This design comes from an exercise in tuning for a short achievable clock period and few clock cycles on the open sky130 flow, not from production work. RTL that was checked went through simulation tests only; none was proved equivalent to the original. No functional check of the RTL was part of runs 1 and 2. No activity file was given, so power comes from the tool's default toggle rates.

==> design.v <==
module Pipeline_top(
    input         clk,
    input         rst,
    output [31:0] imem_addr,
    input  [31:0] imem_rdata,
    output [31:0] dmem_addr,
    output [31:0] dmem_wdata,
    output        dmem_we,
    input  [31:0] dmem_rdata
);
    localparam BB = 4;               
    localparam BN = 1 << BB;         
    localparam TB = 10 - BB;         
    reg  [31:0] pcF;                 
    reg  [31:0] pcO;                 
    reg         vD;
    reg  [31:0] instrD, pcD;
    reg         hitD, predTD;
    reg  [9:0]  btgtD;
    reg         regwE, memwE, loadE, brE, predTE;
    reg         bneE, hitE;
    reg  [4:0]  rdE;
    reg         addE, subE, andE, orE, sltE;
    reg         faME, fbME, fbMPE, fbMNE, fsME;
    reg  [31:0] opAE, opBE, opBXE, sdE, pc4E, tgtE;
    reg  [9:0]  btgtE;
    reg  [19:0] pchE;
    reg         backE;
    reg  [BB-1:0] bidxE;
    reg  [TB-1:0] btagE;
    reg         regwM, memwM, loadM;
    reg  [4:0]  rdM;
    reg  [31:0] aluM, aluMn, wdM;
    reg         redirM;              
    reg  [31:0] rpcM;
    reg         bupdM, takenM, backM;
    reg  [BB-1:0] bidxM;
    reg  [TB-1:0] btagM;
    reg  [9:0]  btgtM;
    reg         regwW;
    reg  [4:0]  rdW;
    reg  [31:0] resW;
    reg  [31:0] rf [1:31];
    reg  [BN-1:0] btb_v;
    reg  [BN-1:0] btb_pred;          
    reg  [TB-1:0] btb_tag  [0:BN-1];
    reg  [9:0]    btb_tgt  [0:BN-1];
    reg  [1:0]    btb_ctr  [0:BN-1];
    reg  [4:0]    btb_cnt  [0:BN-1];  
    reg  [4:0]    btb_trip [0:BN-1];  
    reg  [BN-1:0] btb_tv;             
    reg  [BN-1:0] btb_back;           
    assign imem_addr = pcO;
    wire [BB-1:0] fidx  = pcF[BB+1:2];
    wire        f_hit   = btb_v[fidx] & (btb_tag[fidx] == pcF[11:BB+2]);
    wire [9:0]  f_btgt  = btb_tgt[fidx];
    wire        f_predT = f_hit & btb_pred[fidx];
    wire [31:0] pc4F    = pcF + 32'd4;
    wire [6:0] op     = instrD[6:0];
    wire [4:0] rdD    = instrD[11:7];
    wire [2:0] f3     = instrD[14:12];
    wire [4:0] rs1    = instrD[19:15];
    wire [4:0] rs2    = instrD[24:20];
    wire isR = (op == 7'b0110011);
    wire isI = (op == 7'b0010011);
    wire isL = (op == 7'b0000011);
    wire isS = (op == 7'b0100011);
    wire isB = (op == 7'b1100011);
    wire use1 = isR | isI | isL | isS | isB;
    wire use2 = isR | isS | isB;
    wire regwD = vD & (isR | isI | isL) & (rdD != 5'd0);
    wire [31:0] immI = {{20{instrD[31]}}, instrD[31:20]};
    wire [31:0] immS = {{20{instrD[31]}}, instrD[31:25], instrD[11:7]};
    wire [31:0] immB = {{20{instrD[31]}}, instrD[7], instrD[30:25], instrD[11:8], 1'b0};
    wire aluop = isR | isI;
    wire sltD  = aluop & (f3 == 3'b010);
    wire orD   = aluop & (f3 == 3'b110);
    wire andD  = aluop & (f3 == 3'b111);
    wire addD  = ~(sltD | orD | andD);
    wire subD  = isR & (f3 == 3'b000) & instrD[30];
    wire [31:0] resM = loadM ? dmem_rdata : aluM;
    wire [31:0] rf1 = (rs1 == 5'd0) ? 32'd0 : (regwW & (rdW == rs1)) ? resW : rf[rs1];
    wire [31:0] rf2 = (rs2 == 5'd0) ? 32'd0 : (regwW & (rdW == rs2)) ? resW : rf[rs2];
    wire fa_m = regwE & (rdE == rs1);
    wire fa_w = regwM & (rdM == rs1);
    wire fs_m = regwE & (rdE == rs2);
    wire fs_w = regwM & (rdM == rs2);
    wire bReg = isR | isB;
    wire [31:0] srcA = fa_w ? resM : rf1;
    wire [31:0] srcS = fs_w ? resM : rf2;
    wire [31:0] srcB = bReg ? srcS : (isS ? immS : immI);
    wire stall = vD & loadE & regwE & ((use1 & (rdE == rs1)) | (use2 & (rdE == rs2)));
    wire [31:0] pc4D  = pcD + 32'd4;
    wire [31:0] tgtD  = pcD + immB;
    wire        staticT = (f3 == 3'b001) | instrD[31];
    wire        brD     = vD & isB;
    wire        predTD2 = vD & (hitD ? predTD : (isB & staticT));
    wire        id_redirect = brD & ~hitD & staticT & ~stall;
    wire killE = redirM;             
    wire [31:0] A  = faME ? aluM : opAE;
    wire [31:0] B  = fbME ? aluM : opBE;
    wire [31:0] BX = ({32{fbMPE}} & aluM) | ({32{fbMNE}} & aluMn) | opBXE;
    wire [31:0] SD = fsME ? aluM : sdE;
    wire [32:0] sum33 = {A, 1'b1} + {BX, subE};
    wire [31:0] sum   = sum33[32:1];
    wire        lt    = $signed(A) < $signed(B);
    wire [31:0] aluE  = ({32{addE}} & sum) |
                        ({32{andE}} & (A & B)) |
                        ({32{orE}}  & (A | B)) |
                        {31'd0, sltE & lt};
    wire eq     = (A == B);
    wire takenE = brE & (eq ^ bneE);
    wire mismE  = hitE & ((tgtE[11:2] != btgtE) | (tgtE[31:12] != pchE));
    wire mispE  = takenE ? (~predTE | mismE) : predTE;
    wire [31:0] pc_next = redirM      ? rpcM :
                          stall       ? pcF :
                          id_redirect ? tgtD :
                          f_predT     ? {pcF[31:12], f_btgt, 2'b00} : pc4F;
    always @(posedge clk or negedge rst) begin
        if (!rst) pcF <= 32'd0;
        else      pcF <= pc_next;
    end
    always @(posedge clk) begin
        pcO <= rst ? pc_next : 32'd0;
    end
    always @(posedge clk or negedge rst) begin
        if (!rst) begin
            vD <= 1'b0;
        end else if (redirM | id_redirect) begin
            vD <= 1'b0;
        end else if (!stall) begin
            vD <= 1'b1;
        end
    end
    always @(posedge clk) begin
        if (!stall) begin
            instrD <= imem_rdata;
            pcD    <= pcF;
            hitD   <= f_hit;
            predTD <= f_predT;
            btgtD  <= f_btgt;
        end
    end
    wire bubbleE = redirM | stall | ~vD;
    always @(posedge clk or negedge rst) begin
        if (!rst) begin
            regwE <= 1'b0; memwE <= 1'b0; loadE <= 1'b0; brE <= 1'b0; predTE <= 1'b0;
        end else if (bubbleE) begin
            regwE <= 1'b0; memwE <= 1'b0; loadE <= 1'b0; brE <= 1'b0; predTE <= 1'b0;
        end else begin
            regwE  <= regwD;
            memwE  <= isS;
            loadE  <= isL;
            brE    <= isB;
            predTE <= predTD2;
        end
    end
    always @(posedge clk) begin
        rdE   <= rdD;
        bneE  <= (f3 == 3'b001);
        hitE  <= hitD;
        addE  <= addD;
        subE  <= subD;
        sltE  <= sltD;
        orE   <= orD;
        andE  <= andD;
        faME  <= fa_m;
        fbME  <= bReg & fs_m;
        fbMPE <= bReg & fs_m & ~subD;
        fbMNE <= bReg & fs_m & subD;
        fsME  <= fs_m;
        opAE  <= srcA;
        opBE  <= srcB;
        opBXE <= (bReg & fs_m) ? 32'd0 : (subD ? ~srcB : srcB);
        sdE   <= srcS;
        pc4E  <= pc4D;
        tgtE  <= tgtD;
        btgtE <= btgtD;
        pchE  <= pcD[31:12];
        backE <= instrD[31];
        bidxE <= pcD[BB+1:2];
        btagE <= pcD[11:BB+2];
    end
    always @(posedge clk or negedge rst) begin
        if (!rst) begin
            regwM <= 1'b0; loadM <= 1'b0; bupdM <= 1'b0; redirM <= 1'b0;
        end else begin
            regwM  <= regwE & ~killE;
            loadM  <= loadE & ~killE;
            bupdM  <= brE & ~killE;
            redirM <= mispE & ~killE;
        end
    end
    always @(posedge clk) begin
        memwM  <= rst & memwE & ~killE;
        rdM    <= rdE;
        aluM   <= aluE;
        aluMn  <= ~aluE;
        wdM    <= SD;
        rpcM   <= takenE ? tgtE : pc4E;
        takenM <= takenE;
        backM  <= backE;
        bidxM  <= bidxE;
        btagM  <= btagE;
        btgtM  <= tgtE[11:2];
    end
    assign dmem_addr  = ~aluMn;
    assign dmem_wdata = wdM;
    assign dmem_we    = memwM;
    always @(posedge clk or negedge rst) begin
        if (!rst) regwW <= 1'b0;
        else      regwW <= regwM;
    end
    always @(posedge clk) begin
        rdW  <= rdM;
        resW <= resM;
    end
    always @(posedge clk) begin
        if (regwW) rf[rdW] <= resW;
    end
    wire       u_hit  = btb_v[bidxM] & (btb_tag[bidxM] == btagM);
    wire [1:0] u_ctr0 = btb_ctr[bidxM];
    wire [4:0] u_cnt0 = btb_cnt[bidxM];
    wire [4:0] u_trp0 = btb_trip[bidxM];
    wire       u_tv0  = btb_tv[bidxM];
    wire [1:0] u_ctr  = ~u_hit ? {2{takenM}} :
                        takenM ? ((u_ctr0 == 2'b11) ? 2'b11 : u_ctr0 + 2'b01) :
                                 ((u_ctr0 == 2'b00) ? 2'b00 : u_ctr0 - 2'b01);
    wire [4:0] u_cnt  = ~takenM ? 5'd0 :
                        ~u_hit ? 5'd1 :
                        (u_cnt0 == 5'd31) ? 5'd31 : u_cnt0 + 5'd1;
    wire [4:0] u_trp  = (u_hit & ~takenM) ? u_cnt0 : u_trp0;
    wire       u_tv   = u_hit & (takenM ? u_tv0 : (u_cnt0 != 5'd31));
    wire       u_pred = (backM & u_tv) ? (u_cnt != u_trp) : u_ctr[1];
    always @(posedge clk or negedge rst) begin
        if (!rst) btb_v <= {BN{1'b0}};
        else if (bupdM) btb_v[bidxM] <= 1'b1;
    end
    always @(posedge clk) begin
        if (bupdM) begin
            btb_tag[bidxM]  <= btagM;
            btb_tgt[bidxM]  <= btgtM;
            btb_ctr[bidxM]  <= u_ctr;
            btb_cnt[bidxM]  <= u_cnt;
            btb_trip[bidxM] <= u_trp;
            btb_tv[bidxM]   <= u_tv;
            btb_back[bidxM] <= backM;
            btb_pred[bidxM] <= u_pred;
        end
    end
endmodule
==> flow/run.sh <==
#!/bin/bash
# Standard ORFS layout with a larger setup-slack target for the timing repair
# steps (the constraints and clock period are the standard flow's own).
set -euo pipefail
bash standard.sh SETUP_SLACK_MARGIN=7 finish > standard_flow.log 2>&1
==> standard.sh <==
#!/bin/bash
# synth_recipe.tcl (not shown) runs the flow's synth.tcl, then flattens the netlist and writes it again
# the make line also repeats each setting of config.mk as NAME=value (left out here)
make -C /OpenROAD-flow-scripts/flow DESIGN_CONFIG=/design/flow/config.mk WORK_HOME=/design/flow/orfs CLKGATE_MAP_FILE= SYNTH_SCRIPT=/design/flow/synth_recipe.tcl "${@:-finish}"
==> config.mk <==
export PLATFORM = sky130hd
export DESIGN_NAME = Pipeline_top
export DESIGN_NICKNAME = Pipeline_top
export VERILOG_FILES = /design/flow/design.v
export SDC_FILE = /design/flow/constraint.sdc
export NUM_CORES = 4
export LEC_CHECK = 0
export CAP_MARGIN = 20
export CORE_MARGIN = 2
export CORE_UTILIZATION = 40
export SLEW_MARGIN = 20
==> constraint.sdc <==
create_clock -name core_clock -period 10.0 [get_ports {clk}]
set_input_delay 2.0000 -clock core_clock [delete_from_list [all_inputs] [get_ports {clk}]]
set_output_delay 2.0000 -clock core_clock [all_outputs]
set_load 0.01 [all_outputs]
==> impl_table.tex, run 1 <==
\begin{tabular}{lr}
\hline
Metric & Value \\
\hline
\multicolumn{2}{l}{\textbf{Power and ir drop}} \\
\quad Pwr Density & 222 nW/um\^{}2 \\
\quad Max IR drop VDD & 0.174 mV \\
\quad Final Total Pwr & 25.6 mW \\
\quad Lkg Pwr & 40.0 nW \\
\multicolumn{2}{l}{\textbf{Synthesis}} \\
\quad Netlist cell types & 95 \\
\quad Seq cells post-synth & 2091 \\
\quad Share of async-settable or async-resettable flops after synthesis & 2.82\% \\
\quad Main area contributors after synthesis & sky130\_fd\_sc\_hd\_\_edfxtp\_1 (50\%), sky130\_fd\_sc\_hd\_\_mux4\_2 (16\%), sky130\_fd\_sc\_hd\_\_dfxtp\_1 (10\%), sky130\_fd\_sc\_hd\_\_mux2i\_1 (3.4\%), sky130\_fd\_sc\_hd\_\_ha\_1 (2.2\%) \\
\quad Number of flops mapped to enable cells by yosys & 1548 \\
\quad Part of the Yosys area used for sequential elements & 61.9\% \\
\quad Area fraction of the dominant cell type after synthesis & 49.9\% \\
\quad Post-Syn Nets & 5983 \\
\quad Number of synthesis warnings & 1 \\
\quad Most area-hungry cell type in the Yosys netlist & sky130\_fd\_sc\_hd\_\_edfxtp\_1 \\
\quad Mean post-synth cell area & 16.2 um\^{}2 \\
\quad Top\_reg\_cell synth & sky130\_fd\_sc\_hd\_\_edfxtp\_1 \\
\quad Post-Syn Instances & 5750 \\
\quad Post-synth design cell area & 93200 um\^{}2 \\
\multicolumn{2}{l}{\textbf{Worst setup path}} \\
\quad Critical-path maximum fanout & 8 \\
\quad Max incr delay on CP & 0.49 ns \\
\quad Critical path endpoint category & register \\
\quad Kind of start point of the critical path & register \\
\quad Slowest library cell on the worst path & sky130\_fd\_sc\_hd\_\_mux4\_2 \\
\quad CP delay by family, top & simple AND/OR/NAND/NOR gates \\
\quad Combined buffer and inverter count along the critical path & 4 \\
\quad Most common cell type on the critical path & sky130\_fd\_sc\_hd\_\_buf\_12 \\
\quad List of cells traversed by the critical path & buf\_12 > buf\_16 > mux4\_2 > mux2i\_1 > xnor2\_1 > or3\_4 > o31ai\_4 > and3\_4 > buf\_12 > nand2\_8 > o221ai\_2 > and4bb\_4 > buf\_12 > o41ai\_2 \\
\quad WP data arrival & 4.25 ns \\
\quad CP required & 10.59 ns \\
\quad CP Class & reg2reg \\
\quad Reg2reg setup slack & 6.34 ns \\
\multicolumn{2}{l}{\textbf{Timing}} \\
\quad Setup TNS Final & 0 ns \\
\quad Unrepaired setup endpoints after global routing & true \\
\quad Final setup violation count & 0 \\
\quad Highest Clock Rate & 273 MHz \\
\quad Tightest Pin Transition & 1.17 ns \\
\quad Largest clock skew in the final design & 0.0554 ns \\
\quad Shortest clock period the worst path allows after layout & 3.66 ns \\
\quad Share of the cycle needed by the critical path after routing & 36.6\% \\
\quad Number of failing hold endpoints at the final stage & 0 \\
\quad Slew Limit Headroom & 22.2\% \\
\quad Final Max Tran Viols & 0 \\
\multicolumn{2}{l}{\textbf{Drt}} \\
\quad Iter 0 DRT Violations & 7070 \\
\quad Number of iterations in the first detailed-routing pass & 5 \\
\quad Wirelength per Cell & 32.1 um \\
\quad Routed via count & 58000 \\
\quad Aggregate routed wire length & 305000 um \\
\quad Remaining antenna violation count & 0 \\
\quad Number of vias per cell after detailed routing & 6.10 \\
\quad Residual DRC count & 0 \\
\multicolumn{2}{l}{\textbf{Cells and area}} \\
\quad Post-route cell area & 115000 um\^{}2 \\
\quad Number of nets at the end of the flow & 6502 \\
\quad Flip-flop and latch area & 57900 um\^{}2 \\
\quad Share of post-route cells with drive strength above 1 & 37.5\% \\
\quad Layout fillers & 19100 \\
\quad Combined area of the multi-input logic cells & 36900 um\^{}2 \\
\quad Area growth from synthesis to final layout & 23.5\% \\
\quad Layout Utilization & 49.6\% \\
\multicolumn{2}{l}{\textbf{Global routing}} \\
\quad Sum of overflow across all layers after global routing & 0 \\
\quad First-pass GRT wire length & 425000 um \\
\quad Antenna violations before repair & 15 \\
\quad Maximum number of pins on one net before global-route repair & 72 \\
\quad Number of global-route vias before repair & 57800 \\
\quad Total Routing Usage GR & 25.0\% \\
\multicolumn{2}{l}{\textbf{Clock network}} \\
\quad Number of levels in the clock H-tree & 4 \\
\quad CTS Buffer Depth & 3 \\
\quad Clock transition at the registers of the reported paths & 0.07 ns \\
\quad CTS tree & built \\
\quad Number of sinks driven by the clock tree & 2091 \\
\quad CTS Buf Count & 211 \\
\quad Library cell used as clock root buffer & sky130\_fd\_sc\_hd\_\_clkbuf\_16 \\
\quad Clock insertion delay at the later pin of the skew report & 0.86 ns \\
\quad Hold buffer count at cts & 0 \\
\multicolumn{2}{l}{\textbf{Floorplanning}} \\
\quad \# rows & 177 \\
\quad Total Die Area & 237000 um\^{}2 \\
\quad Floorplan core area & 232000 um\^{}2 \\
\quad Starting density of the core & 40.1\% \\
\quad Width of the die & 487 um \\
\quad Chip Height & 487 um \\
\quad I/O pin count & 163 \\
\multicolumn{2}{l}{\textbf{Placement}} \\
\quad Post-Place Cell Area & 98900 um\^{}2 \\
\quad Routability cong. & 0.897 \\
\quad DP HPWL & 165000 um \\
\quad Number of port buffers & 162 \\
\multicolumn{2}{l}{\textbf{Min path}} \\
\quad Path category of the worst min-delay check & reg2reg \\
\multicolumn{2}{l}{\textbf{Status}} \\
\quad Run status & finished clean \\
\multicolumn{2}{l}{\textbf{Job}} \\
\quad Max cap viols & 0 \\
\hline
\end{tabular}
-- registers in the layout, indices dropped and copies added, names as in the netlist, 80 cells and up, named ones only --
name	flops
btb_tag	96
btb_tgt	160
btb_trip	80
rf	992
btb_cnt	80
-- cells in the final DEF, fill, tap and decap left out, types with 38 or more instances in the layout --
cell	instances
sky130_fd_sc_hd__a211oi_1	89
sky130_fd_sc_hd__a21oi_1	159
sky130_fd_sc_hd__a21oi_2	72
sky130_fd_sc_hd__a221o_1	64
sky130_fd_sc_hd__buf_12	75
sky130_fd_sc_hd__buf_16	59
sky130_fd_sc_hd__buf_4	263
sky130_fd_sc_hd__buf_6	143
sky130_fd_sc_hd__clkbuf_1	46
sky130_fd_sc_hd__clkbuf_16	234
sky130_fd_sc_hd__clkdlybuf4s50_1	61
sky130_fd_sc_hd__clkinv_2	43
sky130_fd_sc_hd__dfrtp_1	54
sky130_fd_sc_hd__dfxtp_1	366
sky130_fd_sc_hd__dfxtp_2	86
sky130_fd_sc_hd__edfxtp_1	1548
sky130_fd_sc_hd__ha_1	129
sky130_fd_sc_hd__inv_1	166
sky130_fd_sc_hd__inv_2	38
sky130_fd_sc_hd__mux2_2	66
sky130_fd_sc_hd__mux2i_1	257
sky130_fd_sc_hd__mux4_2	694
sky130_fd_sc_hd__nand2_1	184
sky130_fd_sc_hd__nand3_1	50
sky130_fd_sc_hd__nor2_1	223
sky130_fd_sc_hd__nor2_4	56
sky130_fd_sc_hd__nor2b_1	42
sky130_fd_sc_hd__xnor2_1	83
sky130_fd_sc_hd__xor2_1	76
-- cells by family after synthesis --
kind of cell | Yosys count | share of synthesized area (%)
mux | 1108 | 21.6
simple gates | 847 | 4.31
fa+ha+maj | 167 | 2.26
xor+xnor | 178 | 1.67
compound gates | 787 | 5.74
buf+inv | 572 | 2.56
flops | 2091 | 61.9
-- metal layers --
layer / track usage [%] / share of wire [%]
met1: 33.4 / 39
met2: 39.8 / 47
met3: 4.08 / 8.3
met4: 12.2 / 5.6
met5: 0 / 0.0043
-- final cells by class --
type / instances / area share, %
Tap cell: 3043 / 3.31
Inverter: 214 / 0.719
Multi-Input combinational cell: 3090 / 32.1
Clock inverter: 113 / 1.08
Sequential cell: 2091 / 50.3
Timing Repair Buffer: 661 / 7.33
Antenna cell: 7 / 0.0152
Clock buffer: 290 / 5.14
-- repair_timing --
item	in CTS	in global routing
gates resized for setup	1179	325
hold endpoints to repair	0	0
buffers inserted	193	123
cloned	48	21
pin swaps	175	160
setup endpoints to repair	1154	652
-- power breakdown --
group          internal [mW]  switching (mW)
clock                   4.67            3.49
sequential              10.7            1.25
combinational           2.60            2.90
-- synthesized netlist by cell type, types with 16 or more instances --
cell type	instances
sky130_fd_sc_hd__and2_1	29
sky130_fd_sc_hd__nand2b_1	19
sky130_fd_sc_hd__mux2_2	86
sky130_fd_sc_hd__mux4_1	23
sky130_fd_sc_hd__o21ai_0	72
sky130_fd_sc_hd__a22oi_1	18
sky130_fd_sc_hd__nand2_1	204
sky130_fd_sc_hd__clkbuf_1	216
sky130_fd_sc_hd__inv_1	211
sky130_fd_sc_hd__a221o_1	64
sky130_fd_sc_hd__mux4_2	682
sky130_fd_sc_hd__nor4_1	31
sky130_fd_sc_hd__buf_1	87
sky130_fd_sc_hd__a21o_1	27
sky130_fd_sc_hd__o22ai_1	60
sky130_fd_sc_hd__o21a_1	16
sky130_fd_sc_hd__nor3_1	35
sky130_fd_sc_hd__dfrtp_1	59
sky130_fd_sc_hd__mux2i_1	316
sky130_fd_sc_hd__dfxtp_1	484
sky130_fd_sc_hd__ha_1	165
sky130_fd_sc_hd__a211oi_1	111
sky130_fd_sc_hd__and3_1	34
sky130_fd_sc_hd__nor2_1	305
sky130_fd_sc_hd__o21bai_1	28
sky130_fd_sc_hd__edfxtp_1	1548
sky130_fd_sc_hd__a21oi_1	243
sky130_fd_sc_hd__nand3_1	58
sky130_fd_sc_hd__nand4_1	24
sky130_fd_sc_hd__xnor2_1	101
sky130_fd_sc_hd__nor2b_1	46
sky130_fd_sc_hd__xor2_1	77
sky130_fd_sc_hd__buf_2	30
-- path summary, 6_finish.rpt --
path	depth (start not counted)	from	endpoint
min in group asynchronous	1	rst	pcF[21]$_DFF_PN0_
worst min-delay path	0	bidxE[3]$_DFF_P_	bidxM[3]$_DFF_P_
worst min register to register	0	bidxE[3]$_DFF_P_	bidxM[3]$_DFF_P_
max in group asynchronous	2	rst	pcF[3]$_DFF_PN0_
worst max register to register	14	bidxM[0]$_DFF_P_	btb_pred[9]$_DFFE_PP_
worst max-delay path	14	bidxM[0]$_DFF_P_	btb_pred[9]$_DFFE_PP_
-- stage by stage --
step | hold WS [ns] | setup WS [ns] | cells
5_1_grt | 0.322 | 6.27 | 9506
3_5_place_dp | 0.312 | 4.90 | 8713
3_3_place_gp | 0.312 | 4.92 | 8712
4_1_cts | 0.316 | 6.45 | 9357
2_1_floorplan | 0.310 | 6.31 | 5750
6_report | 0.316 | 6.34 | 9509
-- worst reg2reg max path: stages (launching register included) --
cell and delay [ns]:
sky130_fd_sc_hd__dfxtp_4 0.40, sky130_fd_sc_hd__buf_12 0.13, sky130_fd_sc_hd__buf_16 0.14, sky130_fd_sc_hd__mux4_2 0.50
sky130_fd_sc_hd__mux2i_1 0.17, sky130_fd_sc_hd__xnor2_1 0.11, sky130_fd_sc_hd__or3_4 0.42, sky130_fd_sc_hd__o31ai_4 0.21
sky130_fd_sc_hd__and3_4 0.29, sky130_fd_sc_hd__buf_12 0.13, sky130_fd_sc_hd__nand2_8 0.09, sky130_fd_sc_hd__o221ai_2 0.18
sky130_fd_sc_hd__and4bb_4 0.35, sky130_fd_sc_hd__buf_12 0.17, sky130_fd_sc_hd__o41ai_2 0.10
==> inputs of run 2 (changes only) <==
--- a/config.mk
+++ b/config.mk
@@ -7,5 +7,6 @@
 export LEC_CHECK = 0
 export CAP_MARGIN = 20
 export CORE_MARGIN = 2
-export CORE_UTILIZATION = 40
+export CORE_UTILIZATION = 60
+export GPL_TIMING_DRIVEN = 1
 export SLEW_MARGIN = 20
==> impl_table.tex, run 2 <==
\begin{tabular}{lr}
\hline
Metric & Value \\
\hline
\multicolumn{2}{l}{\textbf{Status}} \\
\quad Run status & finished clean \\
\multicolumn{2}{l}{\textbf{Power and ir drop}} \\
\quad Pwr Density & 224 nW/um\^{}2 (+0.93\%) \\
\quad Lkg Pwr & 40.0 nW (about the same) \\
\quad Final Total Pwr & 25.5 mW (-0.21\%) \\
\quad Max IR drop VDD & 0.199 mV (+15\%) \\
\multicolumn{2}{l}{\textbf{Synthesis}} \\
\quad Seq cells post-synth & 2091 (unchanged) \\
\quad Share of async-settable or async-resettable flops after synthesis & 2.82\% (unchanged) \\
\quad Number of synthesis warnings & 1 (unchanged) \\
\quad Top\_reg\_cell synth & sky130\_fd\_sc\_hd\_\_edfxtp\_1 \\
\quad Leading cell types by count after synthesis & sky130\_fd\_sc\_hd\_\_edfxtp\_1 (1548), sky130\_fd\_sc\_hd\_\_mux4\_2 (682), sky130\_fd\_sc\_hd\_\_dfxtp\_1 (484) \\
\quad Most area-hungry cell type in the Yosys netlist & sky130\_fd\_sc\_hd\_\_edfxtp\_1 \\
\quad Area fraction of the dominant cell type after synthesis & 49.9\% (unchanged) \\
\quad Number of flops mapped to enable cells by yosys & 1548 (unchanged) \\
\quad Post-Syn Nets & 5983 (unchanged) \\
\quad Post-Syn Instances & 5750 (unchanged) \\
\quad Library cell with the highest instance count after synthesis & sky130\_fd\_sc\_hd\_\_edfxtp\_1 \\
\quad Mean post-synth cell area & 16.2 um\^{}2 (unchanged) \\
\quad Part of the Yosys area used for sequential elements & 61.9\% (unchanged) \\
\quad Post-synth design cell area & 93200 um\^{}2 (unchanged) \\
\quad Main area contributors after synthesis & sky130\_fd\_sc\_hd\_\_edfxtp\_1 (50\%), sky130\_fd\_sc\_hd\_\_mux4\_2 (16\%), sky130\_fd\_sc\_hd\_\_dfxtp\_1 (10\%), sky130\_fd\_sc\_hd\_\_mux2i\_1 (3.4\%), sky130\_fd\_sc\_hd\_\_ha\_1 (2.2\%) \\
\quad Netlist cell types & 95 (unchanged) \\
\multicolumn{2}{l}{\textbf{Drt}} \\
\quad Iter 0 DRT Violations & 7946 (+12\%) \\
\quad Remaining antenna violation count & 0 (unchanged) \\
\quad Met2 wire length & 134000 um (-7.0\%) \\
\quad Wl on met1 & 112000 um (-6.3\%) \\
\quad Number of iterations in the first detailed-routing pass & 8 (+3) \\
\quad Metal3 WL & 34100 um (+34\%) \\
\quad Number of vias per cell after detailed routing & 6.90 (+13\%) \\
\quad Aggregate routed wire length & 290000 um (-5.0\%) \\
\quad Routed via count & 58800 (+1.3\%) \\
\quad Residual DRC count & 0 (unchanged) \\
\quad Wirelength per Cell & 34.0 um (+6.0\%) \\
\quad Highest metal layer used by the detailed router & met5 \\
\multicolumn{2}{l}{\textbf{Timing}} \\
\quad Final setup violation count & 0 (unchanged) \\
\quad Worst Slack Setup Final & 6.18 ns (-0.161 ns) \\
\quad Shortest clock period the worst path allows after layout & 3.82 ns (+0.161 ns) \\
\quad Setup TNS Final & 0 ns (unchanged) \\
\quad Smallest hold slack & 0.329 ns (+0.0127 ns) \\
\quad Tightest Pin Transition & 1.17 ns (+0.00490 ns) \\
\quad Largest clock skew in the final design & 0.0348 ns (-0.0205 ns) \\
\quad Highest Clock Rate & 262 MHz (-4.2\%) \\
\quad Final Max Tran Viols & 0 (unchanged) \\
\quad Share of the cycle needed by the critical path after routing & 38.2\% (+1.6 points) \\
\quad Slew Limit Headroom & 21.9\% (-0.31 points) \\
\quad Number of failing hold endpoints at the final stage & 0 (unchanged) \\
\quad Unrepaired setup endpoints after global routing & true \\
\multicolumn{2}{l}{\textbf{Placement}} \\
\quad Number of port buffers & 162 (unchanged) \\
\quad Worst setup timing slack at the placement stage & 5.15 ns (+0.245 ns) \\
\quad Routability cong. & 0.912 (+1.7\%) \\
\quad DP HPWL & 155000 um (-6.3\%) \\
\multicolumn{2}{l}{\textbf{Cells and area}} \\
\quad Reg with most FFs & rf \\
\quad Area growth from synthesis to final layout & 22.1\% \\
\quad Number of flip-flops in the largest register & 992 (unchanged) \\
\quad Commonest non-fill, non-tap cells in the layout & sky130\_fd\_sc\_hd\_\_edfxtp\_1 (1548), sky130\_fd\_sc\_hd\_\_mux4\_2 (693), sky130\_fd\_sc\_hd\_\_dfxtp\_1 (371), sky130\_fd\_sc\_hd\_\_buf\_4 (260), sky130\_fd\_sc\_hd\_\_mux2i\_1 (257) \\
\quad Largest registers & rf x992, btb\_tgt x160, btb\_tag x96 \\
\quad Share of post-route cells with drive strength above 1 & 37.6\% (about the same) \\
\quad Number of nets at the end of the flow & 6528 (+0.40\%) \\
\quad Layout Utilization & 73.7\% (+24 points) \\
\quad Most common library cell in the layout ignoring fill and taps & sky130\_fd\_sc\_hd\_\_edfxtp\_1 \\
\multicolumn{2}{l}{\textbf{Clock network}} \\
\quad Clock insertion delay at the later pin of the skew report & 0.83 ns (-0.03 ns) \\
\quad Number of sinks driven by the clock tree & 2091 (unchanged) \\
\quad CTS tree & built \\
\quad CTS Buf Count & 208 (-1.4\%) \\
\quad Number of levels in the clock H-tree & 4 (unchanged) \\
\quad CTS Buffer Depth & 3 (unchanged) \\
\quad Clock transition at the registers of the reported paths & 0.06 ns (about the same) \\
\quad Library cell used as clock root buffer & sky130\_fd\_sc\_hd\_\_clkbuf\_16 \\
\multicolumn{2}{l}{\textbf{Worst setup path}} \\
\quad Critical-path maximum fanout & 8 (unchanged) \\
\quad Endpoint of the most critical setup path & btb\_pred[6]\$\_DFFE\_PP\_ \\
\quad List of cells traversed by the critical path & buf\_12 > buf\_16 > mux4\_2 > a22oi\_2 > nand2\_2 > ha\_4 > and4b\_1 > and2b\_2 > or3b\_1 > o31ai\_1 > nor3\_1 > nand4\_1 > and4bb\_4 > buf\_12 > buf\_16 > o41ai\_4 \\
\quad CP Class & reg2reg \\
\quad WP data arrival & 4.38 ns (+0.13 ns) \\
\quad CP required & 10.55 ns (-0.04 ns) \\
\quad Worst Reg-to-Reg Cells & 16 (+2) \\
\quad Slowest library cell on the worst path & sky130\_fd\_sc\_hd\_\_mux4\_2 \\
\quad Crit. Startpoint & bidxM[0]\$\_DFF\_P\_ \\
\quad Max incr delay on CP & 0.51 ns (+0.02 ns) \\
\quad CP delay by family, top & simple AND/OR/NAND/NOR gates \\
\quad Levels on crit path & 16 (+2) \\
\quad Combined buffer and inverter count along the critical path & 4 (unchanged) \\
\quad Reg2reg setup slack & 6.18 ns (-0.16 ns) \\
\quad Worst reg2reg startpoint & bidxM[0]\$\_DFF\_P\_ \\
\quad Kind of start point of the critical path & register \\
\quad Critical path endpoint category & register \\
\quad End of the worst register-to-register path & btb\_pred[6]\$\_DFFE\_PP\_ \\
\multicolumn{2}{l}{\textbf{Global routing}} \\
\quad Maximum number of pins on one net before global-route repair & 67 (-6.9\%) \\
\quad First-pass GRT wire length & 406000 um (-4.6\%) \\
\quad Antenna violations before repair & 5 (-10) \\
\quad Total Routing Usage GR & 36.0\% (+11 points) \\
\quad Sum of overflow across all layers after global routing & 0 (unchanged) \\
\quad Number of global-route vias before repair & 57500 (-0.39\%) \\
\multicolumn{2}{l}{\textbf{Floorplanning}} \\
\quad Width of the die & 398 um (-18\%) \\
\quad Chip Height & 398 um (-18\%) \\
\quad \# rows & 144 (-19\%) \\
\quad Starting density of the core & 60.4\% (+20 points) \\
\quad I/O pin count & 163 (unchanged) \\
\quad Total Die Area & 158000 um\^{}2 (-33\%) \\
\quad Floorplan core area & 154000 um\^{}2 (-34\%) \\
\multicolumn{2}{l}{\textbf{Job}} \\
\quad Max cap viols & 0 (unchanged) \\
\multicolumn{2}{l}{\textbf{Min path}} \\
\quad Path category of the worst min-delay check & reg2reg \\
\hline
\end{tabular}
==> run 2: cells by family (layout without fill, tap and decap cells) <==
family          after synthesis  count (layout)  synth area share, %
fa+ha+maj                   167             167                 2.26
compound gates              787             788                 5.74
other cells                   0               2                    0
flops                      2091            2091                 61.9
mux                        1108            1110                 21.6
xor+xnor                    178             178                 1.67
buf+inv                     572            1291                 2.56
simple gates                847             849                 4.31
==> run 2: worst min path at each step <==
stage / start / to / depth (start not counted) / slack [ns]
2_1_floorplan: bidxE[0]$_DFF_P_ / bidxM[0]$_DFF_P_ / 0 / 0.31
3_3_place_gp: tgtE[0]$_DFF_P_ / rpcM[0]$_DFF_P_ / 0 / 0.31
3_5_place_dp: btagE[2]$_DFF_P_ / btagM[2]$_DFF_P_ / 0 / 0.31
4_1_cts: backE$_DFF_P_ / backM$_DFF_P_ / 0 / 0.33
5_1_grt: tgtE[0]$_DFF_P_ / rpcM[0]$_DFF_P_ / 0 / 0.34
6_report: backE$_DFF_P_ / backM$_DFF_P_ / 0 / 0.33
==> run 2: repair_timing <==
action,in CTS,in global routing
setup buffers,237,102
resized for setup,1182,340
gates cloned,56,18
endpoints found under the setup margin,1075,688
hold endpoints to repair,0,0
hold buffers,0,0
pin swaps,201,167
==> run 2: power breakdown <==
| group | switching (mW) | internal, mW | total [mW] |
|---|---|---|---|
| Sequential | 1.18 | 10.6 | 11.8 |
| Combinational | 2.95 | 2.63 | 5.59 |
| Clock | 3.40 | 4.70 | 8.10 |
| Total | 7.54 | 18.0 | 25.5 |
==> run 2: layout make-up <==
type,instances,area (um^2)
Fill cell,9389,40500
Antenna cell,2,5.00
Tap cell,2044,2560
Sequential cell,2091,57900
Multi-Input combinational cell,3092,36800
Timing Repair Buffer,688,8670
Clock buffer,283,5730
Inverter,214,831
Clock inverter,106,1300
==> run 2: layer usage <==
layer  global-route usage [%]  vias up
li1                         -    24000
met1                     51.6    30400
met2                     54.5     3727
met3                     8.69      613
met4                     12.7        4
met5                        0        -
==> run 2: through the flow <==
stage          std cells  cell area, um^2
4_1_cts             8397           111000
6_report            8520           114000
3_5_place_dp        7715            97700
5_1_grt             8519           114000
2_1_floorplan       5750            93900
3_3_place_gp        7714            97700
==> inputs of run 3 (changes only) <==
--- a/design.v
+++ b/design.v
@@ -103,7 +103,7 @@
     wire [31:0] SD = fsME ? aluM : sdE;
     wire [32:0] sum33 = {A, 1'b1} + {BX, subE};
     wire [31:0] sum   = sum33[32:1];
-    wire        lt    = $signed(A) < $signed(B);
+    wire        lt    = (A[31] ^ B[31]) ? A[31] : (A[30:0] < B[30:0]);
     wire [31:0] aluE  = ({32{addE}} & sum) |
                         ({32{andE}} & (A & B)) |
                         ({32{orE}}  & (A | B)) |
--- a/config.mk
+++ b/config.mk
@@ -7,6 +7,5 @@
 export LEC_CHECK = 0
 export CAP_MARGIN = 20
 export CORE_MARGIN = 2
-export CORE_UTILIZATION = 60
-export GPL_TIMING_DRIVEN = 1
+export CORE_UTILIZATION = 40
 export SLEW_MARGIN = 20
==> impl_table.tex, run 3 <==
\begin{tabular}{lr}
\hline
Metric & Value \\
\hline
\multicolumn{2}{l}{\textbf{Floorplanning}} \\
\quad I/O pin count & 163 (unchanged) \\
\quad Floorplan core area & 232000 um\^{}2 (+50\%) \\
\quad Width of the die & 487 um (+22\%) \\
\quad Chip Height & 487 um (+22\%) \\
\quad \# rows & 177 (+23\%) \\
\quad Starting density of the core & 40.2\% (-20 points) \\
\quad Total Die Area & 237000 um\^{}2 (+50\%) \\
\multicolumn{2}{l}{\textbf{Timing}} \\
\quad Slew Limit Headroom & 15.3\% (-6.6 points) \\
\quad Final setup violation count & 0 (unchanged) \\
\quad Unrepaired setup endpoints after global routing & true \\
\quad Highest Clock Rate & 249 MHz (-4.9\%) \\
\quad Final Max Tran Viols & 0 (unchanged) \\
\quad Tightest Pin Transition & 1.27 ns (+0.0988 ns) \\
\quad Largest clock skew in the final design & 0.0636 ns (+0.0288 ns) \\
\quad Setup TNS Final & 0 ns (unchanged) \\
\quad Share of the cycle needed by the critical path after routing & 40.2\% (+2.0 points) \\
\quad Shortest clock period the worst path allows after layout & 4.02 ns (+0.199 ns) \\
\quad Number of failing hold endpoints at the final stage & 0 (unchanged) \\
\multicolumn{2}{l}{\textbf{Drt}} \\
\quad Aggregate routed wire length & 309000 um (+6.5\%) \\
\quad Number of vias per cell after detailed routing & 6.13 (-11\%) \\
\quad Residual DRC count & 0 (unchanged) \\
\quad Remaining antenna violation count & 0 (unchanged) \\
\quad Iter 0 DRT Violations & 7212 (-9.2\%) \\
\quad Routed via count & 59100 (+0.50\%) \\
\quad Wirelength per Cell & 32.0 um (-5.8\%) \\
\quad Number of iterations in the first detailed-routing pass & 8 (unchanged) \\
\multicolumn{2}{l}{\textbf{Cells and area}} \\
\quad Largest registers & rf x992, btb\_tgt x160, btb\_tag x96 \\
\quad Post-route cell area & 117000 um\^{}2 (+2.6\%) \\
\quad Reg with most FFs & rf \\
\quad Layout fillers & 18800 (+100\%) \\
\quad Number of flip-flops in the largest register & 992 (unchanged) \\
\quad Share of post-route cells with drive strength above 1 & 38.8\% (+1.2 points) \\
\quad Finished Layout Cells & 9636 (+13\%) \\
\quad Number of nets at the end of the flow & 6631 (+1.6\%) \\
\quad Commonest non-fill, non-tap cells in the layout & sky130\_fd\_sc\_hd\_\_edfxtp\_1 (1548), sky130\_fd\_sc\_hd\_\_mux4\_2 (692), sky130\_fd\_sc\_hd\_\_dfxtp\_1 (370), sky130\_fd\_sc\_hd\_\_buf\_4 (288), sky130\_fd\_sc\_hd\_\_nor2\_1 (235) \\
\quad Most common library cell in the layout ignoring fill and taps & sky130\_fd\_sc\_hd\_\_edfxtp\_1 \\
\quad Area growth from synthesis to final layout & 25.2\% \\
\multicolumn{2}{l}{\textbf{Synthesis}} \\
\quad Adder and majority cell fraction of the synthesized area & 2.24\% (-0.014 points) \\
\quad Post-synthesis compound-gate area fraction & 6.15\% (+0.42 points) \\
\quad Most area-hungry cell type in the Yosys netlist & sky130\_fd\_sc\_hd\_\_edfxtp\_1 \\
\quad Synth Area in XOR/XNOR & 1.95\% (+0.28 points) \\
\quad Number of flops mapped to enable cells by yosys & 1548 (unchanged) \\
\quad Part of the Yosys area used for sequential elements & 61.9\% (about the same) \\
\quad Share of synthesized cell area in and, or, nand and nor gates & 4.51\% (+0.20 points) \\
\quad Area fraction of the dominant cell type after synthesis & 49.9\% (about the same) \\
\quad Number of synthesis warnings & 1 (unchanged) \\
\quad Post-Syn Instances & 5793 (+0.75\%) \\
\quad Multiplexer fraction of the synthesized cell area & 20.7\% (-0.85 points) \\
\quad Combinational family with the most area after synthesis & multiplexers \\
\quad Netlist cell types & 102 (+7.4\%) \\
\quad Post-Syn Nets & 6025 (+0.70\%) \\
\quad Top\_reg\_cell synth & sky130\_fd\_sc\_hd\_\_edfxtp\_1 \\
\quad Share of async-settable or async-resettable flops after synthesis & 2.82\% (unchanged) \\
\quad Leading cell types by count after synthesis & sky130\_fd\_sc\_hd\_\_edfxtp\_1 (1548), sky130\_fd\_sc\_hd\_\_mux4\_2 (686), sky130\_fd\_sc\_hd\_\_dfxtp\_1 (484) \\
\quad Post-synth design cell area & 93200 um\^{}2 (about the same) \\
\quad Seq cells post-synth & 2091 (unchanged) \\
\quad Library cell with the highest instance count after synthesis & sky130\_fd\_sc\_hd\_\_edfxtp\_1 \\
\quad Mean post-synth cell area & 16.1 um\^{}2 (-0.70\%) \\
\quad Main area contributors after synthesis & sky130\_fd\_sc\_hd\_\_edfxtp\_1 (50\%), sky130\_fd\_sc\_hd\_\_mux4\_2 (17\%), sky130\_fd\_sc\_hd\_\_dfxtp\_1 (10\%), sky130\_fd\_sc\_hd\_\_mux2i\_1 (2.9\%), sky130\_fd\_sc\_hd\_\_ha\_1 (2.2\%) \\
\multicolumn{2}{l}{\textbf{Power and ir drop}} \\
\quad Relative contribution of the clock network to total power & 31.6\% (about the same) \\
\quad Sequential share of power & 46.2\% (-0.2 points) \\
\quad Sw Pwr & 7.82 mW (+3.8\%) \\
\quad Pwr Density & 221 nW/um\^{}2 (-1.6\%) \\
\quad Max IR drop VDD & 0.178 mV (-11\%) \\
\quad Power share of the combinational group & 22.2\% (+0.3 points) \\
\quad Lkg Pwr & 40.7 nW (+1.7\%) \\
\quad Switch share & 30.4\% (+0.83 points) \\
\quad Internal power & 17.9 mW (-0.25\%) \\
\multicolumn{2}{l}{\textbf{Min path}} \\
\quad Path category of the worst min-delay check & reg2reg \\
\multicolumn{2}{l}{\textbf{Job}} \\
\quad Max cap viols & 0 (unchanged) \\
\multicolumn{2}{l}{\textbf{Worst setup path}} \\
\quad CP required & 10.56 ns (about the same) \\
\quad Kind of start point of the critical path & register \\
\quad Critical path endpoint category & register \\
\quad Critical-path maximum fanout & 8 (unchanged) \\
\quad WP data arrival & 4.58 ns (+0.20 ns) \\
\quad CP Class & reg2reg \\
\multicolumn{2}{l}{\textbf{Placement}} \\
\quad Post-Place Cell Area & 98800 um\^{}2 (+1.1\%) \\
\quad Routability cong. & 0.905 (-0.76\%) \\
\quad Number of cells in the design after placement & 8759 (+14\%) \\
\quad DP HPWL & 170000 um (+10\%) \\
\quad Number of port buffers & 162 (unchanged) \\
\multicolumn{2}{l}{\textbf{Clock network}} \\
\quad Clock insertion delay at the later pin of the skew report & 0.88 ns (+0.05 ns) \\
\quad Hold buffer count at cts & 0 (unchanged) \\
\quad CTS Buf Count & 213 (+2.4\%) \\
\quad Clock transition at the registers of the reported paths & 0.06 ns (about the same) \\
\quad CTS tree & built \\
\quad Number of sinks driven by the clock tree & 2091 (unchanged) \\
\quad Library cell used as clock root buffer & sky130\_fd\_sc\_hd\_\_clkbuf\_16 \\
\quad CTS Buffer Depth & 3 (unchanged) \\
\quad Number of levels in the clock H-tree & 4 (unchanged) \\
\multicolumn{2}{l}{\textbf{Global routing}} \\
\quad Maximum number of pins on one net before global-route repair & 65 (-3.0\%) \\
\quad First-pass GRT wire length & 428000 um (+5.3\%) \\
\quad Number of global-route vias before repair & 57600 (+0.038\%) \\
\quad Sum of overflow across all layers after global routing & 0 (unchanged) \\
\quad Total Routing Usage GR & 25.2\% (-11 points) \\
\quad Antenna violations before repair & 10 (+5) \\
\multicolumn{2}{l}{\textbf{Status}} \\
\quad Run status & finished clean \\
\hline
\end{tabular}
[run 3: final cells by class]
| cell class | instances | area [um^2] | share of cell area [%] |
|---|---|---|---|
| inverter | 227 | 910 | 0.780 |
| antenna | 7 | 17.5 | 0.0150 |
| timing repair buffer | 744 | 9520 | 8.16 |
| sequential | 2091 | 57900 | 49.6 |
| tap | 3043 | 3810 | 3.26 |
| multi-input combinational | 3122 | 37400 | 32.1 |
| clock inverter | 117 | 1220 | 1.04 |
| clock buffer | 285 | 5880 | 5.04 |
[run 3: logic make-up (layout without fill, tap and decap cells)]
logic type               count (synthesis)  in the layout
flip-flops                            2091           2091
multiplexers                          1031           1032
AND/OR/NAND/NOR                        915            917
AO/OA/AOI/OAI                          799            799
buffers and inverters                  583           1373
XOR/XNOR                               208            208
adder cells (fa/ha/maj)                166            166
other                                    0              7
[run 3: path summary, 6_finish.rpt]
| check | startpoint | endpoint | slack (ns) | cells after the start |
|---|---|---|---|---|
| worst max-delay path | bidxM[0]$_DFF_P_ | btb_pred[13]$_DFFE_PP_ | 5.98 | 15 |
| max in group asynchronous | rst | loadM$_DFF_PN0_ | 7.71 | 2 |
| worst max register to register | bidxM[0]$_DFF_P_ | btb_pred[13]$_DFFE_PP_ | 5.98 | 15 |
| worst min-delay path | backE$_DFF_P_ | backM$_DFF_P_ | 0.33 | 0 |
| worst min register to register | backE$_DFF_P_ | backM$_DFF_P_ | 0.33 | 0 |
| min in group asynchronous | rst | pcF[29]$_DFF_PN0_ | 0.98 | 1 |
[run 3: critical path, stage by stage (launching register included)]
cell                        delay (ns)
sky130_fd_sc_hd__dfxtp_4          0.47
sky130_fd_sc_hd__buf_12           0.15
sky130_fd_sc_hd__mux4_2           0.49
sky130_fd_sc_hd__a22o_1           0.26
sky130_fd_sc_hd__a221oi_4         0.27
sky130_fd_sc_hd__inv_2            0.10
sky130_fd_sc_hd__ha_4             0.20
sky130_fd_sc_hd__a21boi_4         0.17
sky130_fd_sc_hd__nand2_4          0.15
sky130_fd_sc_hd__mux2i_1          0.14
sky130_fd_sc_hd__or3_4            0.42
sky130_fd_sc_hd__a221o_1          0.32
sky130_fd_sc_hd__a211oi_4         0.19
sky130_fd_sc_hd__buf_6            0.16
sky130_fd_sc_hd__clkbuf_16        0.16
sky130_fd_sc_hd__o41ai_2          0.06
[run 3: power groups by stage]
| stage | registers [mW] | clock network (mW) | logic (mW) |
|---|---|---|---|
| final | 11.9 | 8.13 | 5.71 |
| after global routing | 12.0 | 8.56 | 6.01 |
| after CTS | 11.9 | 8.22 | 5.22 |
| after detailed placement | 12.1 | 0 | 4.10 |
| after global placement | 12.0 | 0 | 4.07 |
| after floorplan | 11.4 | 0 | 2.95 |
[run 3: through the flow]
step / util, % / power (mW) / hold WS [ns] / worst slack (ns)
after global routing: 50.3 / 26.6 / 0.336 / 5.93
after global placement: 42.6 / 16.1 / 0.313 / 4.51
after floorplan: - / 14.3 / 0.309 / 6.29
after CTS: 48.8 / 25.3 / 0.327 / 6.03
final: 50.3 / 25.8 / 0.329 / 5.98
after detailed placement: 42.6 / 16.2 / 0.312 / 4.40
[run 3: timing repair]
item / CTS / global route
setup buffers: 248 / 148
setup endpoints to repair: 1298 / 868
endpoints found under the hold margin: 0 / 0
cloned: 57 / 15
pin swaps: 197 / 222
gates resized for setup: 1316 / 377
[run 3: metal layers]
layer  share of wire [%]  up-vias  GRT usage, %
met3                 8.9      691          4.41
li1                    -    24300             -
met5              0.0087        -             0
met1                  39    30800          33.5
met4                 5.3        4          11.1
met2                  47     3238          40.5
Testbench counts of run 3, summed over its fixed seeds: cycles 96,020.

[port drivers added, routing unchanged]
No port has a modelled driver above. Below, the same layouts with a new extraction and two added sets of constraints.
Step 1, drivers: a clkbuf_16 drives clk and a buf_2 each remaining input, both assumed.
Step 2 times the ports against the registers' clock, not the clock port: input delays grow and output delays shrink by t, the midpoint of the rising clock arrivals with the driver on.
a / b / c = ideal ports / drivers / drivers and shift; a / b = the first two.
run | t, ns | setup slack, ns | worst data-port slew with drivers (ns)
run 1 | 0.939 | 6.337 / 6.337 / 6.049 | 0.14
run 2 | 0.905 | 6.177 / 6.177 / 6.065 | 0.12
run 3 | 0.930 | 5.978 / 5.978 / 5.978 | 0.14
After both steps every run listed still meets setup and hold. The setup slack of run 1, which loses most, moves by 0.000 ns with the drivers and by -0.288 ns with both steps.
